From an optimization exercise on the open Yosys and OpenROAD flow, aimed at small area, a short achievable clock period and few clock cycles; shortcuts taken in it are not production practice.
Function was checked by simulation only, so behaviour that the tests miss may differ from the original.
Power figures rest on the tool's default switching activity, not on a simulated workload.

==> design.v <==
module categorizer (
  input        [15:0] F,
  output logic [18:0] D
);
  logic [4:0] ef;
  logic [9:0] f;
  logic       exp_ones, exp_zero, f_zero;
  logic [3:0] lz;
  logic [9:0] fs;
  always_comb begin
    ef = F[14:10];
    f  = F[9:0];
    exp_ones = &ef;
    exp_zero = ~|ef;
    f_zero   = ~|f;
    lz = 4'd9;
    for (int k = 0; k < 10; k++)
      if (f[k])
        lz = 4'(9 - k);
    fs = f << (lz + 4'd1);
    D[18] = F[15];
    D[17] = ~exp_ones & ~(exp_zero & f_zero);
    D[16] = exp_ones;
    if (exp_ones) begin
      D[15:10] = 6'd0;
      D[9:2]   = 8'd0;
      D[1]     = f[9];
      D[0]     = ~f_zero;
    end else if (exp_zero) begin
      D[15:10] = 6'(4'd9 - lz);
      D[9:0]   = fs;
    end else begin
      D[15:10] = 6'(ef) + 6'd9;
      D[9:0]   = f;
    end
  end
endmodule
module sig_mul (
  input  [9:0] A,
  input  [9:0] B,
  output [21:0] S,
  output [21:0] C
);
  wire t1;
  wire t2;
  wire t3;
  wire t4;
  wire t5;
  wire t6;
  wire t7;
  wire t8;
  wire t9;
  wire t10;
  wire t11;
  wire t12;
  wire t13;
  wire t14;
  wire t15;
  wire t16;
  wire t17;
  wire t18;
  wire t19;
  wire t20;
  wire t21;
  wire t22;
  wire t23;
  wire t24;
  wire t25;
  wire t26;
  wire t27;
  wire t28;
  wire t29;
  wire t30;
  wire t31;
  wire t32;
  wire t33;
  wire t34;
  wire t35;
  wire t36;
  wire t37;
  wire t38;
  wire t39;
  wire t40;
  wire t41;
  wire t42;
  wire t43;
  wire t44;
  wire t45;
  wire t46;
  wire t47;
  wire t48;
  wire t49;
  wire t50;
  wire t51;
  wire t52;
  wire t53;
  wire t54;
  wire t55;
  wire t56;
  wire t57;
  wire t58;
  wire t59;
  wire t60;
  wire t61;
  wire t62;
  wire t63;
  wire t64;
  wire t65;
  wire t66;
  wire t67;
  wire t68;
  wire t69;
  wire t70;
  wire t71;
  wire t72;
  wire t73;
  wire t74;
  wire t75;
  wire t76;
  wire t77;
  wire t78;
  wire t79;
  wire t80;
  wire t81;
  wire t82;
  wire t83;
  wire t84;
  wire t85;
  wire t86;
  wire t87;
  wire t88;
  wire t89;
  wire t90;
  wire t91;
  wire t92;
  wire t93;
  wire t94;
  wire t95;
  wire t96;
  wire t97;
  wire t98;
  wire t99;
  wire t100;
  wire t101;
  wire t102;
  wire t103;
  wire t104;
  wire t105;
  wire t106;
  wire t107;
  wire t108;
  wire t109;
  wire t110;
  wire t111;
  wire t112;
  wire t113;
  wire t114;
  wire t115;
  wire t116;
  wire t117;
  wire t118;
  wire t119;
  wire t120;
  wire t121;
  wire t122;
  wire t123;
  wire t124;
  wire t125;
  wire t126;
  wire t127;
  wire t128;
  wire t129;
  wire t130;
  wire t131;
  wire t132;
  wire t133;
  wire t134;
  wire t135;
  wire t136;
  wire t137;
  wire t138;
  wire t139;
  wire t140;
  wire t141;
  wire t142;
  wire t143;
  wire t144;
  wire t145;
  wire t146;
  wire t147;
  wire t148;
  wire t149;
  wire t150;
  wire t151;
  wire t152;
  wire t153;
  wire t154;
  wire t155;
  wire t156;
  wire t157;
  wire t158;
  wire t159;
  wire t160;
  wire t161;
  wire t162;
  wire t163;
  wire t164;
  wire t165;
  wire t166;
  wire t167;
  wire t168;
  wire t169;
  wire t170;
  wire t171;
  wire t172;
  wire t173;
  wire t174;
  wire t175;
  wire t176;
  wire t177;
  wire t178;
  wire t179;
  wire t180;
  assign t1 = (A[0] & B[9]) ^ (A[1] & B[8]);
  assign t2 = (A[0] & B[9]) & (A[1] & B[8]);
  assign t3 = (A[1] & B[9]) ^ (A[2] & B[8]) ^ (A[3] & B[7]);
  assign t4 = ((A[1] & B[9]) & (A[2] & B[8])) | ((A[1] & B[9]) & (A[3] & B[7])) | ((A[2] & B[8]) & (A[3] & B[7]));
  assign t5 = (A[4] & B[6]) ^ (A[5] & B[5]);
  assign t6 = (A[4] & B[6]) & (A[5] & B[5]);
  assign t7 = (A[2] & B[9]) ^ (A[3] & B[8]) ^ (A[4] & B[7]);
  assign t8 = ((A[2] & B[9]) & (A[3] & B[8])) | ((A[2] & B[9]) & (A[4] & B[7])) | ((A[3] & B[8]) & (A[4] & B[7]));
  assign t9 = (A[5] & B[6]) ^ (A[6] & B[5]);
  assign t10 = (A[5] & B[6]) & (A[6] & B[5]);
  assign t11 = (A[3] & B[9]) ^ (A[4] & B[8]) ^ (A[5] & B[7]);
  assign t12 = ((A[3] & B[9]) & (A[4] & B[8])) | ((A[3] & B[9]) & (A[5] & B[7])) | ((A[4] & B[8]) & (A[5] & B[7]));
  assign t13 = (A[0] & B[6]) ^ (A[1] & B[5]);
  assign t14 = (A[0] & B[6]) & (A[1] & B[5]);
  assign t15 = (A[0] & B[7]) ^ (A[1] & B[6]) ^ (A[2] & B[5]);
  assign t16 = ((A[0] & B[7]) & (A[1] & B[6])) | ((A[0] & B[7]) & (A[2] & B[5])) | ((A[1] & B[6]) & (A[2] & B[5]));
  assign t17 = (A[3] & B[4]) ^ (A[4] & B[3]);
  assign t18 = (A[3] & B[4]) & (A[4] & B[3]);
  assign t19 = (A[0] & B[8]) ^ (A[1] & B[7]) ^ (A[2] & B[6]);
  assign t20 = ((A[0] & B[8]) & (A[1] & B[7])) | ((A[0] & B[8]) & (A[2] & B[6])) | ((A[1] & B[7]) & (A[2] & B[6]));
  assign t21 = (A[3] & B[5]) ^ (A[4] & B[4]) ^ (A[5] & B[3]);
  assign t22 = ((A[3] & B[5]) & (A[4] & B[4])) | ((A[3] & B[5]) & (A[5] & B[3])) | ((A[4] & B[4]) & (A[5] & B[3]));
  assign t23 = (A[6] & B[2]) ^ (A[7] & B[1]);
  assign t24 = (A[6] & B[2]) & (A[7] & B[1]);
  assign t25 = t1 ^ (A[2] & B[7]) ^ (A[3] & B[6]);
  assign t26 = (t1 & (A[2] & B[7])) | (t1 & (A[3] & B[6])) | ((A[2] & B[7]) & (A[3] & B[6]));
  assign t27 = (A[4] & B[5]) ^ (A[5] & B[4]) ^ (A[6] & B[3]);
  assign t28 = ((A[4] & B[5]) & (A[5] & B[4])) | ((A[4] & B[5]) & (A[6] & B[3])) | ((A[5] & B[4]) & (A[6] & B[3]));
  assign t29 = (A[7] & B[2]) ^ (A[8] & B[1]) ^ (A[9] & B[0]);
  assign t30 = ((A[7] & B[2]) & (A[8] & B[1])) | ((A[7] & B[2]) & (A[9] & B[0])) | ((A[8] & B[1]) & (A[9] & B[0]));
  assign t31 = t3 ^ t5 ^ (A[6] & B[4]);
  assign t32 = (t3 & t5) | (t3 & (A[6] & B[4])) | (t5 & (A[6] & B[4]));
  assign t33 = (A[7] & B[3]) ^ (A[8] & B[2]) ^ (A[9] & B[1]);
  assign t34 = ((A[7] & B[3]) & (A[8] & B[2])) | ((A[7] & B[3]) & (A[9] & B[1])) | ((A[8] & B[2]) & (A[9] & B[1]));
  assign t35 = A[0] ^ B[0] ^ t2;
  assign t36 = (A[0] & B[0]) | (A[0] & t2) | (B[0] & t2);
  assign t37 = t7 ^ t9 ^ (A[7] & B[4]);
  assign t38 = (t7 & t9) | (t7 & (A[7] & B[4])) | (t9 & (A[7] & B[4]));
  assign t39 = (A[8] & B[3]) ^ (A[9] & B[2]) ^ A[1];
  assign t40 = ((A[8] & B[3]) & (A[9] & B[2])) | ((A[8] & B[3]) & A[1]) | ((A[9] & B[2]) & A[1]);
  assign t41 = B[1] ^ t4 ^ t6;
  assign t42 = (B[1] & t4) | (B[1] & t6) | (t4 & t6);
  assign t43 = t11 ^ (A[6] & B[6]) ^ (A[7] & B[5]);
  assign t44 = (t11 & (A[6] & B[6])) | (t11 & (A[7] & B[5])) | ((A[6] & B[6]) & (A[7] & B[5]));
  assign t45 = (A[8] & B[4]) ^ (A[9] & B[3]) ^ A[2];
  assign t46 = ((A[8] & B[4]) & (A[9] & B[3])) | ((A[8] & B[4]) & A[2]) | ((A[9] & B[3]) & A[2]);
  assign t47 = B[2] ^ t8 ^ t10;
  assign t48 = (B[2] & t8) | (B[2] & t10) | (t8 & t10);
  assign t49 = (A[4] & B[9]) ^ (A[5] & B[8]) ^ (A[6] & B[7]);
  assign t50 = ((A[4] & B[9]) & (A[5] & B[8])) | ((A[4] & B[9]) & (A[6] & B[7])) | ((A[5] & B[8]) & (A[6] & B[7]));
  assign t51 = (A[7] & B[6]) ^ (A[8] & B[5]) ^ (A[9] & B[4]);
  assign t52 = ((A[7] & B[6]) & (A[8] & B[5])) | ((A[7] & B[6]) & (A[9] & B[4])) | ((A[8] & B[5]) & (A[9] & B[4]));
  assign t53 = A[3] ^ B[3] ^ t12;
  assign t54 = (A[3] & B[3]) | (A[3] & t12) | (B[3] & t12);
  assign t55 = (A[5] & B[9]) ^ (A[6] & B[8]) ^ (A[7] & B[7]);
  assign t56 = ((A[5] & B[9]) & (A[6] & B[8])) | ((A[5] & B[9]) & (A[7] & B[7])) | ((A[6] & B[8]) & (A[7] & B[7]));
  assign t57 = (A[8] & B[6]) ^ (A[9] & B[5]) ^ A[4];
  assign t58 = ((A[8] & B[6]) & (A[9] & B[5])) | ((A[8] & B[6]) & A[4]) | ((A[9] & B[5]) & A[4]);
  assign t59 = (A[6] & B[9]) ^ (A[7] & B[8]) ^ (A[8] & B[7]);
  assign t60 = ((A[6] & B[9]) & (A[7] & B[8])) | ((A[6] & B[9]) & (A[8] & B[7])) | ((A[7] & B[8]) & (A[8] & B[7]));
  assign t61 = (A[0] & B[4]) ^ (A[1] & B[3]);
  assign t62 = (A[0] & B[4]) & (A[1] & B[3]);
  assign t63 = (A[0] & B[5]) ^ (A[1] & B[4]) ^ (A[2] & B[3]);
  assign t64 = ((A[0] & B[5]) & (A[1] & B[4])) | ((A[0] & B[5]) & (A[2] & B[3])) | ((A[1] & B[4]) & (A[2] & B[3]));
  assign t65 = (A[3] & B[2]) ^ (A[4] & B[1]);
  assign t66 = (A[3] & B[2]) & (A[4] & B[1]);
  assign t67 = t13 ^ (A[2] & B[4]) ^ (A[3] & B[3]);
  assign t68 = (t13 & (A[2] & B[4])) | (t13 & (A[3] & B[3])) | ((A[2] & B[4]) & (A[3] & B[3]));
  assign t69 = (A[4] & B[2]) ^ (A[5] & B[1]) ^ (A[6] & B[0]);
  assign t70 = ((A[4] & B[2]) & (A[5] & B[1])) | ((A[4] & B[2]) & (A[6] & B[0])) | ((A[5] & B[1]) & (A[6] & B[0]));
  assign t71 = t15 ^ t17 ^ (A[5] & B[2]);
  assign t72 = (t15 & t17) | (t15 & (A[5] & B[2])) | (t17 & (A[5] & B[2]));
  assign t73 = (A[6] & B[1]) ^ (A[7] & B[0]) ^ t14;
  assign t74 = ((A[6] & B[1]) & (A[7] & B[0])) | ((A[6] & B[1]) & t14) | ((A[7] & B[0]) & t14);
  assign t75 = t19 ^ t21 ^ t23;
  assign t76 = (t19 & t21) | (t19 & t23) | (t21 & t23);
  assign t77 = (A[8] & B[0]) ^ t16 ^ t18;
  assign t78 = ((A[8] & B[0]) & t16) | ((A[8] & B[0]) & t18) | (t16 & t18);
  assign t79 = t25 ^ t27 ^ t29;
  assign t80 = (t25 & t27) | (t25 & t29) | (t27 & t29);
  assign t81 = t20 ^ t22 ^ t24;
  assign t82 = (t20 & t22) | (t20 & t24) | (t22 & t24);
  assign t83 = t31 ^ t33 ^ t35;
  assign t84 = (t31 & t33) | (t31 & t35) | (t33 & t35);
  assign t85 = t26 ^ t28 ^ t30;
  assign t86 = (t26 & t28) | (t26 & t30) | (t28 & t30);
  assign t87 = t37 ^ t39 ^ t41;
  assign t88 = (t37 & t39) | (t37 & t41) | (t39 & t41);
  assign t89 = t32 ^ t34 ^ t36;
  assign t90 = (t32 & t34) | (t32 & t36) | (t34 & t36);
  assign t91 = t43 ^ t45 ^ t47;
  assign t92 = (t43 & t45) | (t43 & t47) | (t45 & t47);
  assign t93 = t38 ^ t40 ^ t42;
  assign t94 = (t38 & t40) | (t38 & t42) | (t40 & t42);
  assign t95 = t49 ^ t51 ^ t53;
  assign t96 = (t49 & t51) | (t49 & t53) | (t51 & t53);
  assign t97 = t44 ^ t46 ^ t48;
  assign t98 = (t44 & t46) | (t44 & t48) | (t46 & t48);
  assign t99 = t55 ^ t57 ^ B[4];
  assign t100 = (t55 & t57) | (t55 & B[4]) | (t57 & B[4]);
  assign t101 = t50 ^ t52 ^ t54;
  assign t102 = (t50 & t52) | (t50 & t54) | (t52 & t54);
  assign t103 = t59 ^ (A[9] & B[6]) ^ A[5];
  assign t104 = (t59 & (A[9] & B[6])) | (t59 & A[5]) | ((A[9] & B[6]) & A[5]);
  assign t105 = B[5] ^ t56 ^ t58;
  assign t106 = (B[5] & t56) | (B[5] & t58) | (t56 & t58);
  assign t107 = (A[7] & B[9]) ^ (A[8] & B[8]) ^ (A[9] & B[7]);
  assign t108 = ((A[7] & B[9]) & (A[8] & B[8])) | ((A[7] & B[9]) & (A[9] & B[7])) | ((A[8] & B[8]) & (A[9] & B[7]));
  assign t109 = A[6] ^ B[6] ^ t60;
  assign t110 = (A[6] & B[6]) | (A[6] & t60) | (B[6] & t60);
  assign t111 = (A[8] & B[9]) ^ (A[9] & B[8]) ^ A[7];
  assign t112 = ((A[8] & B[9]) & (A[9] & B[8])) | ((A[8] & B[9]) & A[7]) | ((A[9] & B[8]) & A[7]);
  assign t113 = (A[0] & B[3]) ^ (A[1] & B[2]);
  assign t114 = (A[0] & B[3]) & (A[1] & B[2]);
  assign t115 = t61 ^ (A[2] & B[2]) ^ (A[3] & B[1]);
  assign t116 = (t61 & (A[2] & B[2])) | (t61 & (A[3] & B[1])) | ((A[2] & B[2]) & (A[3] & B[1]));
  assign t117 = t63 ^ t65 ^ (A[5] & B[0]);
  assign t118 = (t63 & t65) | (t63 & (A[5] & B[0])) | (t65 & (A[5] & B[0]));
  assign t119 = t67 ^ t69 ^ t64;
  assign t120 = (t67 & t69) | (t67 & t64) | (t69 & t64);
  assign t121 = t71 ^ t73 ^ t68;
  assign t122 = (t71 & t73) | (t71 & t68) | (t73 & t68);
  assign t123 = t75 ^ t77 ^ t72;
  assign t124 = (t75 & t77) | (t75 & t72) | (t77 & t72);
  assign t125 = t79 ^ t81 ^ t76;
  assign t126 = (t79 & t81) | (t79 & t76) | (t81 & t76);
  assign t127 = t83 ^ t85 ^ t80;
  assign t128 = (t83 & t85) | (t83 & t80) | (t85 & t80);
  assign t129 = t87 ^ t89 ^ t84;
  assign t130 = (t87 & t89) | (t87 & t84) | (t89 & t84);
  assign t131 = t91 ^ t93 ^ t88;
  assign t132 = (t91 & t93) | (t91 & t88) | (t93 & t88);
  assign t133 = t95 ^ t97 ^ t92;
  assign t134 = (t95 & t97) | (t95 & t92) | (t97 & t92);
  assign t135 = t99 ^ t101 ^ t96;
  assign t136 = (t99 & t101) | (t99 & t96) | (t101 & t96);
  assign t137 = t103 ^ t105 ^ t100;
  assign t138 = (t103 & t105) | (t103 & t100) | (t105 & t100);
  assign t139 = t107 ^ t109 ^ t104;
  assign t140 = (t107 & t109) | (t107 & t104) | (t109 & t104);
  assign t141 = t111 ^ B[7] ^ t108;
  assign t142 = (t111 & B[7]) | (t111 & t108) | (B[7] & t108);
  assign t143 = (A[9] & B[9]) ^ A[8] ^ B[8];
  assign t144 = ((A[9] & B[9]) & A[8]) | ((A[9] & B[9]) & B[8]) | (A[8] & B[8]);
  assign t145 = (A[0] & B[2]) ^ (A[1] & B[1]);
  assign t146 = (A[0] & B[2]) & (A[1] & B[1]);
  assign t147 = t113 ^ (A[2] & B[1]) ^ (A[3] & B[0]);
  assign t148 = (t113 & (A[2] & B[1])) | (t113 & (A[3] & B[0])) | ((A[2] & B[1]) & (A[3] & B[0]));
  assign t149 = t115 ^ (A[4] & B[0]) ^ t114;
  assign t150 = (t115 & (A[4] & B[0])) | (t115 & t114) | ((A[4] & B[0]) & t114);
  assign t151 = t117 ^ t62 ^ t116;
  assign t152 = (t117 & t62) | (t117 & t116) | (t62 & t116);
  assign t153 = t119 ^ t66 ^ t118;
  assign t154 = (t119 & t66) | (t119 & t118) | (t66 & t118);
  assign t155 = t121 ^ t70 ^ t120;
  assign t156 = (t121 & t70) | (t121 & t120) | (t70 & t120);
  assign t157 = t123 ^ t74 ^ t122;
  assign t158 = (t123 & t74) | (t123 & t122) | (t74 & t122);
  assign t159 = t125 ^ t78 ^ t124;
  assign t160 = (t125 & t78) | (t125 & t124) | (t78 & t124);
  assign t161 = t127 ^ t82 ^ t126;
  assign t162 = (t127 & t82) | (t127 & t126) | (t82 & t126);
  assign t163 = t129 ^ t86 ^ t128;
  assign t164 = (t129 & t86) | (t129 & t128) | (t86 & t128);
  assign t165 = t131 ^ t90 ^ t130;
  assign t166 = (t131 & t90) | (t131 & t130) | (t90 & t130);
  assign t167 = t133 ^ t94 ^ t132;
  assign t168 = (t133 & t94) | (t133 & t132) | (t94 & t132);
  assign t169 = t135 ^ t98 ^ t134;
  assign t170 = (t135 & t98) | (t135 & t134) | (t98 & t134);
  assign t171 = t137 ^ t102 ^ t136;
  assign t172 = (t137 & t102) | (t137 & t136) | (t102 & t136);
  assign t173 = t139 ^ t106 ^ t138;
  assign t174 = (t139 & t106) | (t139 & t138) | (t106 & t138);
  assign t175 = t141 ^ t110 ^ t140;
  assign t176 = (t141 & t110) | (t141 & t140) | (t110 & t140);
  assign t177 = t143 ^ t112 ^ t142;
  assign t178 = (t143 & t112) | (t143 & t142) | (t112 & t142);
  assign t179 = A[9] ^ B[9] ^ t144;
  assign t180 = (A[9] & B[9]) | (A[9] & t144) | (B[9] & t144);
  wire [21:0] r0 = {1'b0, 1'b1, t179, t177, t175, t173, t171, t169, t167, t165, t163, t161, t159, t157, t155, t153, t151, t149, t147, t145, (A[0] & B[1]), (A[0] & B[0])};
  wire [21:0] r1 = {1'b0, t180, t178, t176, t174, t172, t170, t168, t166, t164, t162, t160, t158, t156, t154, t152, t150, t148, t146, (A[2] & B[0]), (A[1] & B[0]), 1'b0};
  assign S = r0;
  assign C = r1;
endmodule
module norm_calc (
  input        [21:0] MS  ,
  input        [21:0] MC  ,
  input        [ 6:0] ESUM,
  input               SGN ,
  input               NZ  ,
  input               SP  ,
  output logic [41:0] X   ,
  output logic        CI  ,
  output logic        SPO    
);
  logic [21:0] m;
  logic [11:0] mt;
  logic        add, neg;
  logic [ 5:0] r;
  logic [81:0] v;
  always_comb begin
    m   = MS + MC;
    add = NZ & (ESUM >= 7'd23) & ~ESUM[6];
    neg = add & SGN;
    mt  = add ? ({m[21:11], m[10] & ~m[21]} ^ {12{SGN}}) : 12'd0;
    r   = ~ESUM[5:0];
    v   = {{41{neg}}, mt, {29{neg}}};
    X   = 42'(v >> r);
    CI  = neg;
    SPO = SP | (NZ & (ESUM[6] | ((ESUM[5:0] == 6'd63) & m[21])));
  end
endmodule
module multiplier (
  input        [18:0] A     ,
  input        [18:0] B     ,
  output logic [21:0] MS    ,
  output logic [21:0] MC    ,
  output logic [ 6:0] ESUM  ,
  output logic        SGN   ,
  output logic        NZ    ,  
  output logic        SP    ,  
  output logic        NAN   ,
  output logic        SPSIGN
);
  logic a_zero, b_zero, a_inf, b_inf, a_nan, b_nan, a_snan, b_snan;
  sig_mul sm (
    .A(A[9:0]),
    .B(B[9:0]),
    .S(MS    ),
    .C(MC    )
  );
  always_comb begin
    ESUM = 7'(A[15:10]) + 7'(B[15:10]);
    SGN  = A[18] ^ B[18];
    NZ   = A[17] & B[17];
    a_zero = ~A[17] & ~A[16];
    b_zero = ~B[17] & ~B[16];
    a_nan  = A[16] & A[0];
    b_nan  = B[16] & B[0];
    a_inf  = A[16] & ~A[0];
    b_inf  = B[16] & ~B[0];
    a_snan = a_nan & ~A[1];
    b_snan = b_nan & ~B[1];
    NAN = a_nan | b_nan | (a_inf & b_zero) | (a_zero & b_inf);
    SP  = NAN | a_inf | b_inf;
    if (a_snan)
      SPSIGN = A[18];
    else if (b_snan)
      SPSIGN = B[18];
    else if (a_nan)
      SPSIGN = A[18];
    else if (b_nan)
      SPSIGN = B[18];
    else
      SPSIGN = A[18] ^ B[18];
  end
endmodule
module post_add_norm (
  input        [41:0] SUM ,
  output logic        SIGN,
  output logic [41:0] MAG
);
  always_comb begin
    SIGN = SUM[41];
    MAG  = SIGN ? -SUM : SUM;
  end
endmodule
module final_result (
  input        [41:0] MAG    ,
  input               SIGN   ,
  input               SP_ANY ,
  input               SP_NAN ,
  input               SP_SIGN,
  output logic [15:0] DO
);
  logic [ 4:0] lz;
  logic [ 4:0] sh;
  logic [39:0] norm;
  logic [ 4:0] expo;
  logic        ovf;
  always_comb begin
    lz = 5'd30;
    for (int k = 10; k < 40; k++)
      if (MAG[k])
        lz = 5'(39 - k);
    sh   = (lz == 5'd30) ? 5'd29 : lz;
    norm = MAG[39:0] << sh;
    expo = 5'd30 - lz;
    ovf = (|MAG[41:40]) || ((&MAG[39:29]) && (|MAG[28:0]));
    if (SP_ANY)
      DO = {SP_SIGN, SP_NAN ? 15'h7FFF : 15'h7C00};
    else if (ovf)
      DO = {SIGN, 15'h7C00};
    else
      DO = {SIGN, expo, norm[38:29]};
  end
endmodule
module acc (
  input               CLK    ,
  input               RSTn   ,
  input               DVI    ,
  input        [41:0] X      ,
  input               CI     ,
  input               SP     ,
  input               NAN    ,
  input               SPSIGN ,
  output logic [41:0] ACC    ,
  output logic        FIN    ,  
  output logic        SP_ANY ,
  output logic        SP_NAN ,
  output logic        SP_SIGN
);
  logic [1:0] cnt;
  logic       first;
  always_comb
    first = (cnt == 2'd0);
  always_ff @(posedge CLK)
    ACC <= ((DVI && first) ? 42'd0 : ACC) + X + 42'(CI);
  always_ff @(negedge RSTn, posedge CLK)
    if (!RSTn) begin
      cnt <= 2'd0;
      FIN <= 1'b0;
    end else begin
      if (DVI)
        cnt <= cnt + 2'd1;
      FIN <= DVI && (cnt == 2'd3);
    end
  always_ff @(posedge CLK)
    if (DVI && (first || (!SP_ANY && SP))) begin
      SP_ANY  <= SP;
      SP_NAN  <= NAN;
      SP_SIGN <= SPSIGN;
    end
endmodule
module mac (
  input               CLK ,
  input               RSTn,
  input               DVI ,
  input        [18:0] A   ,
  input        [18:0] B   ,
  output logic        FIN ,
  output logic [44:0] RES
);
  logic [21:0] p_ms, p_mc;
  logic [ 6:0] p_esum;
  logic        p_sgn, p_nz, p_sp, p_nan, p_spsign;
  multiplier mul (
    .A     (A       ),
    .B     (B       ),
    .MS    (p_ms    ),
    .MC    (p_mc    ),
    .ESUM  (p_esum  ),
    .SGN   (p_sgn   ),
    .NZ    (p_nz    ),
    .SP    (p_sp    ),
    .NAN   (p_nan   ),
    .SPSIGN(p_spsign)
  );
  logic        m_v;
  logic [21:0] m_ms, m_mc;
  logic [ 6:0] m_esum;
  logic        m_sgn, m_nz, m_sp, m_nan, m_spsign;
  always_ff @(negedge RSTn, posedge CLK)
    if (!RSTn)
      m_v <= 1'b0;
    else
      m_v <= DVI;
  always_ff @(posedge CLK) begin
    m_ms     <= p_ms;
    m_mc     <= p_mc;
    m_esum   <= p_esum;
    m_sgn    <= p_sgn;
    m_nz     <= p_nz & DVI;
    m_sp     <= p_sp;
    m_nan    <= p_nan;
    m_spsign <= p_spsign;
  end
  logic [41:0] q_x;
  logic        q_ci, q_sp;
  norm_calc align (
    .MS  (m_ms  ),
    .MC  (m_mc  ),
    .ESUM(m_esum),
    .SGN (m_sgn ),
    .NZ  (m_nz  ),
    .SP  (m_sp  ),
    .X   (q_x   ),
    .CI  (q_ci  ),
    .SPO (q_sp  )
  );
  logic        a_v;
  logic [41:0] a_x;
  logic        a_ci, a_sp, a_nan, a_spsign;
  always_ff @(negedge RSTn, posedge CLK)
    if (!RSTn)
      a_v <= 1'b0;
    else
      a_v <= m_v;
  always_ff @(posedge CLK) begin
    a_x      <= q_x;
    a_ci     <= q_ci;
    a_sp     <= q_sp;
    a_nan    <= m_nan;
    a_spsign <= m_spsign;
  end
  acc accum (
    .CLK    (CLK      ),
    .RSTn   (RSTn     ),
    .DVI    (a_v      ),
    .X      (a_x      ),
    .CI     (a_ci     ),
    .SP     (a_sp     ),
    .NAN    (a_nan    ),
    .SPSIGN (a_spsign ),
    .ACC    (RES[41:0]),
    .FIN    (FIN      ),
    .SP_ANY (RES[42]  ),
    .SP_NAN (RES[43]  ),
    .SP_SIGN(RES[44]  )
  );
endmodule
module sa #(parameter DIMENSION = 4) (
  input                                             CLK ,
  input                                             RSTn,
  input        [DIMENSION-1:0]                      DVI ,
  input        [          1:0][DIMENSION-1:0][15:0] DI  ,
  output logic [DIMENSION-1:0][DIMENSION-1:0]       DVO ,
  output logic [DIMENSION-1:0][DIMENSION-1:0][15:0] DO
);
  localparam N = DIMENSION;
  localparam W = 19;   
  logic [N-1:0][W-1:0] row_dec, col_dec;
  for (genvar i = 0; i < N; i++) begin : g_dec
    categorizer row_cat (.F(DI[0][i]), .D(row_dec[i]));
    categorizer col_cat (.F(DI[1][i]), .D(col_dec[i]));
  end
  logic [N-1:0][N-1:0][W-1:0] row_pp, col_pp;
  logic [N-1:0][N-1:0]        dv_pp;
  for (genvar i = 0; i < N; i++) begin : g_pp
    always_ff @(posedge CLK) begin
      row_pp[i][0] <= row_dec[i];
      col_pp[i][0] <= col_dec[i];
      for (int d = 1; d < N; d++) begin
        row_pp[i][d] <= row_pp[i][d-1];
        col_pp[i][d] <= col_pp[i][d-1];
      end
    end
    always_ff @(negedge RSTn, posedge CLK)
      if (!RSTn)
        dv_pp[i] <= '0;
      else
        dv_pp[i] <= {dv_pp[i][N-2:0], DVI[i]};
  end
  logic [N-1:0][N-1:0]       fin;
  logic [N-1:0][N-1:0][44:0] res;
  logic [N-1:0][44:0]        sel;
  logic [N-1:0][15:0]        result;
  logic [N-1:0][15:0]        do_q;
  logic [N-1:0][41:0]        mag_q;
  logic [N-1:0]              sign_q;
  logic [N-1:0][2:0]         sp_q;
  logic [N-1:0][N-1:0]       fin_q;
  logic [N-1:0]              n_sign;
  logic [N-1:0][41:0]        n_mag;
  for (genvar i = 0; i < N; i++) begin : g_row
    for (genvar j = 0; j < N; j++) begin : g_pe
      mac pe (
        .CLK (CLK         ),
        .RSTn(RSTn        ),
        .DVI (dv_pp[i][j] ),
        .A   (row_pp[i][j]),
        .B   (col_pp[j][i]),
        .FIN (fin[i][j]   ),
        .RES (res[i][j]   )
      );
    end
    always_comb begin
      sel[i] = '0;
      for (int j = 0; j < N; j++)
        sel[i] = sel[i] | (res[i][j] & {45{fin[i][j]}});
    end
    post_add_norm abs_val (
      .SUM (sel[i][41:0]),
      .SIGN(n_sign[i]   ),
      .MAG (n_mag[i]    )
    );
    always_ff @(posedge CLK) begin
      mag_q[i]  <= n_mag[i];
      sign_q[i] <= n_sign[i];
      sp_q[i]   <= sel[i][44:42];
    end
    always_ff @(negedge RSTn, posedge CLK)
      if (!RSTn)
        fin_q[i] <= '0;
      else
        fin_q[i] <= fin[i];
    final_result fr (
      .MAG    (mag_q[i]   ),
      .SIGN   (sign_q[i]  ),
      .SP_ANY (sp_q[i][0] ),
      .SP_NAN (sp_q[i][1] ),
      .SP_SIGN(sp_q[i][2] ),
      .DO     (result[i]  )
    );
    always_ff @(posedge CLK)
      do_q[i] <= result[i];
    always_ff @(negedge RSTn, posedge CLK)
      if (!RSTn)
        DVO[i] <= '0;
      else
        DVO[i] <= fin_q[i];
    for (genvar j = 0; j < N; j++) begin : g_do
      always_comb
        DO[i][j] = do_q[i];
    end
  end
endmodule
==> run.sh <==
#!/bin/bash
# synth_recipe.tcl (not shown) runs the flow's synth.tcl, then flattens the netlist and writes it again
# the make line also repeats each setting of config.mk as NAME=value (left out here)
make -C /OpenROAD-flow-scripts/flow DESIGN_CONFIG=/design/flow/config.mk WORK_HOME=/design/flow/orfs CLKGATE_MAP_FILE= SYNTH_SCRIPT=/design/flow/synth_recipe.tcl finish
==> config.mk <==
export PLATFORM = sky130hd
export DESIGN_NAME = sa
export DESIGN_NICKNAME = sa
export VERILOG_FILES = /design/flow/design.v
export SDC_FILE = /design/flow/constraint.sdc
export NUM_CORES = 8
export LEC_CHECK = 0
export CAP_MARGIN = 20
export CORE_MARGIN = 2
export CORE_UTILIZATION = 40
export SETUP_SLACK_MARGIN = 5
export SLEW_MARGIN = 20
==> constraint.sdc <==
create_clock -name core_clock -period 10.0 [get_ports {CLK}]
set_input_delay 2.0000 -clock core_clock [delete_from_list [all_inputs] [get_ports {CLK}]]
set_output_delay 2.0000 -clock core_clock [all_outputs]
set_load 0.01 [all_outputs]
==> summary.txt <==
Status
  • Status: finished clean

Synthesis
  • Post-synth cell types: 105
  • Async SR Flop Fraction: 3.22%
  • Synthesis Warnings: 8
  • Synth Cell Area: ~0.21 mm^2
  • Mapped Nets: 27162
  • Yosys reg bits: 3232
  • Sequential share of the synthesized area: between 30% and 40%
  • Gate Count Post-Synth: 24384
  • Mean area per synthesized cell: 8.80 um^2
  • EDFF count, synth: 48
  • Ys flop type: dfxtp_1

Clock network
  • Bufs on Longest Clock Path: 4
  • CTS clk-pin slew, worst paths: 0.06 ns
  • Hold Buf Count CTS: 0
  • Clock Latency Late Sink: 1.03 ns
  • CTS root buffer: clkbuf_16
  • H-tree levels: 5
  • Num Clock Sinks: 3232
  • Clock buffer count from CTS: 371
  • CTS tree: built

Critical path
  • Max FO, Critical Path: 42
  • CP peak stage delay: 0.64 ns
  • Crit-path slowest cell: a2111oi_0
  • Reg-to-reg slack, setup: roughly 5.2 ns
  • Arrival @ worst endpoint: 5.77 ns
  • Critical path launch point type: flop
  • Worst setup EP type: flop
  • Crit path top cell by count: o21ai_0
  • CP required: 10.94 ns
  • Reg2Reg Depth: 20
  • Worst setup path category: reg2reg
  • Critical path cell sequence: inv_1, ha_1, nand2_1, buf_4, nand2_1, fa_1, inv_1, fa_1, a21o_1, a21oi_1, o21bai_1, a21oi_1, a2111oi_0, o21ai_0, a21boi_0, o21ai_0, a21boi_0, o31ai_2, o21ai_0, xor2_1
  • Reg2Reg Launch Point: g_row[3].g_pe[2].pe.accum.cnt[0]
  • Capturing point of the worst reg2reg path: g_row[3].g_pe[2].pe.accum.ACC[40]

Placement
  • GPL Wtd Cong: 0.946
  • Post-detail-place hpwl: between 500000 and 600000 um
  • PortBufs: between 400 and 500

Final layout
  • Share of cells above drive strength 1: 5.05%
  • Total Nets Final: 27004
  • Fillers: about 52000
  • Area delta synth->final: 10.9%

Floorplan
  • Die X: 737 um
  • Full die area: 0.543 mm^2
  • Rows: 269
  • DIE HEIGHT: 737 um
  • Placeable Area: 0.535 mm^2
  • Initial Utilization: 40.1%
  • Io pins: roughly 410

Global route
  • Largest net degree at the start of global routing: 52
  • First-pass GRT wire length: 1040000 um
  • Global Route Usage Sum: between 20% and 30%
  • GRT overflow: 0
  • Number of global-route vias before repair: 170812
  • Initial antenna violation count: 55

STA
  • Final setup vio count: 0
  • Unrepaired setup endpoints after global routing: false
  • Final Hold Vio Count: 0
  • Final Max Tran Viols: 0
  • Final Critical Period: ~4.8 ns
  • Period utilisation layout: approximately half
  • Setup tns final: 0 ns
  • Final Skew: 0.0841 ns
  • Slew HR: 21.0%
  • F_max: 207 MHz
  • Least-Margin Pin Slew: 1.16 ns

Power
  • Leakage power: 106 nW
  • Overall Power: 80.6 mW
  • Max IR drop VDD: about 0.2 mV
  • Pwr dens: 339 mW/mm^2

Detailed routing
  • Wire per inst: 21.5 um
  • DRC: 0
  • Via/cell ratio: 5.60
  • Via Count: 177753
  • Final ANT Viol Nets: 0
  • DR pass1 iterations: 7
  • DRT Wirelength: ~680000 um
  • DR iter-0 viols: between 15000 and 20000

Worst hold path
  • HP Class: reg2reg
  • Hold Startpoint: g_row[1].g_pe[1].pe.m_nan
  • Worst hold path depth: 0
  • Hold Crit Endpoint: g_row[1].g_pe[1].pe.a_nan

Flow run
  • Max Cap Viol: 0
==> power by group <==
part | total [mW] | switching, mW | internal [mW]
combinational | 44.5 | 26.4 | 18.1
clock | 14.7 | 6.04 | 8.68
sequential | 21.4 | 3.76 | 17.6
total | 80.6 | 36.2 | 44.4
==> how the worst max path moves through the flow <==
stage | start | endpoint | cells past startpoint
after floorplan | DI[98] | col_pp[158] | 12
after global placement | DI[34] | row_pp[160] | 14
after detailed placement | DI[34] | row_pp[160] | 14
after CTS | g_row[3].g_pe[1].pe.accum.cnt[0] | g_row[3].g_pe[1].pe.accum.ACC[36] | 20
after global routing | g_row[3].g_pe[1].pe.accum.cnt[1] | g_row[3].g_pe[1].pe.accum.ACC[41] | 18
final | g_row[3].g_pe[2].pe.accum.cnt[0] | g_row[3].g_pe[2].pe.accum.ACC[40] | 20
==> worst max-delay path, delay by kind of cell, from the launching register on <==
family	cells	cell delay, ns
AOI/OAI and AO/OA	11	2.68
DFF	1	0.38
and+or+nand+nor	2	0.20
buffers and inverters	3	0.49
xor gates and xnor gates	1	0.15
adders and majority gates	3	0.84
==> flip-flops by register name, summed over array words and instances (netlist names), 32 cells and up <==
signal	count
g_row.g_pe.pe.accum.ACC	672
g_row.g_pe.pe.m_mc	320
g_row.g_pe.pe.accum.cnt	32
row_pp	304
do_q	64
col_pp	304
g_row.g_pe.pe.a_x	672
g_row.g_pe.pe.m_ms	304
g_row.g_pe.pe.m_esum	112
mag_q	168
==> cells in the mapped netlist, types with 105 or more instances <==
library cell,n,share of area (%)
ha_1,1316,7.7
o31ai_1,178,0.62
a211oi_1,250,0.87
and2_1,1372,4.0
nor4_1,174,0.51
clkbuf_1,866,1.5
nor2b_1,192,0.56
dfxtp_1,3080,29
nor3_1,478,1.1
inv_1,1998,3.5
o21bai_1,134,0.47
xor2_1,386,1.6
mux2_2,111,0.58
o211ai_1,191,0.67
a22oi_1,387,1.4
nand2_1,1904,3.3
xnor2_1,916,3.7
or3_1,137,0.40
nand2b_1,177,0.52
o21ai_0,1099,2.6
mux2i_1,478,2.2
and3_1,150,0.44
a31oi_1,261,0.76
o21a_1,251,0.88
a21o_1,436,1.5
nand3_1,443,1.0
nand4_1,133,0.39
fa_1,1328,12
a221oi_1,105,0.43
buf_4,193,0.67
a21oi_1,1378,3.2
nor2_1,2095,3.7
==> per-stage QoR <==
| step | cell area [um^2] | instances | utilization (%) | worst slack (ns) | hold slack (ns) |
|---|---|---|---|---|---|
| after floorplan | 215000 | 24384 | - | 5.60 | 0.310 |
| after global placement | 224000 | 31017 | 41.9 | 4.25 | 0.311 |
| after detailed placement | 224000 | 31019 | 41.9 | 4.40 | 0.312 |
| after CTS | 238000 | 31700 | 44.4 | 5.01 | 0.321 |
| after global routing | 238000 | 31717 | 44.4 | 4.98 | 0.322 |
| final | 238000 | 31739 | 44.4 | 5.17 | 0.322 |
==> layout by cell type (no fill, tap or decap), types with 378 or more instances in the layout <==
cell type | Yosys | routed
dfxtp_1 | 3080 | 3076
nor2_1 | 2095 | 2091
inv_1 | 1998 | 1998
nand2_1 | 1904 | 1900
a21oi_1 | 1378 | 1372
and2_1 | 1372 | 1372
fa_1 | 1328 | 1328
ha_1 | 1316 | 1316
o21ai_0 | 1099 | 1091
xnor2_1 | 916 | 916
mux2i_1 | 478 | 478
nor3_1 | 478 | 474
nand3_1 | 443 | 443
a21o_1 | 436 | 435
clkdlybuf4s50_1 | 0 | 404
a22oi_1 | 387 | 387
xor2_1 | 386 | 386
clkbuf_16 | 0 | 378
==> metal layers <==
layer	routed length, um	vias to the layer above	share of wire (%)	track usage, %
met5	212	-	0.031	0
met4	26400	34	3.9	8.12
met3	50500	1176	7.4	3.96
met2	295000	6554	43	37.4
met1	311000	86134	45	34.6
li1	-	83855	-	-
==> layout make-up <==
class	count	area, um^2	share of cell area [%]
antenna	24	60.1	0.0252
clock buffer	481	10300	4.32
clock inverter	200	2920	1.23
inverter	2080	7810	3.28
multi-input combinational	17902	136000	57.3
sequential	3232	65700	27.6
tap	7181	8980	3.77
timing repair buffer	639	5840	2.45
==> timing repair <==
action / 4_1_cts / 5_1_grt
buffers inserted: 0 / 11
pin swaps: 0 / 5
setup endpoints to repair: 6 / 74
resized for setup: 5 / 60
==> cell families after synthesis <==
| logic type | after synthesis | synth area share (%) |
|---|---|---|
| AOI/OAI and AO/OA | 5771 | 17.9 |
| xor gates and xnor gates | 1308 | 5.38 |
| adders and majority gates | 2644 | 20.1 |
| buffers and inverters | 3250 | 6.03 |
| DFF | 3232 | 30.6 |
| muxes | 604 | 2.96 |
| and+or+nand+nor | 7575 | 17.1 |
Testbench counts, summed over its fixed seeds: cycles 1,120.

static timing again, ports no longer ideal:
Ports are ideal in the flow. The routed layout listed here was re-timed in OpenROAD.
Step 1, drivers: a clkbuf_16 drives CLK and a buf_2 each remaining input, both assumed.
Step 2 also shifts input and output timing later by t, the mid clock arrival at the registers, as if the neighbouring blocks saw the same clock.
Slacks: ideal ports / drivers / drivers and shift; pairs: ideal ports / drivers.
t, ns: 1.126
setup WS [ns]: 5.167 / 5.167 / 4.444
latest minus earliest clock arrival (ns): 0.092 / 0.092
worst register clock-pin slew, ns: 0.07 / 0.07
worst slew at a driven data input, ns: 0.22
After both steps this run still meets setup and hold. For this run, drivers alone change the setup slack by 0.000 ns; drivers and shift together by -0.723 ns.
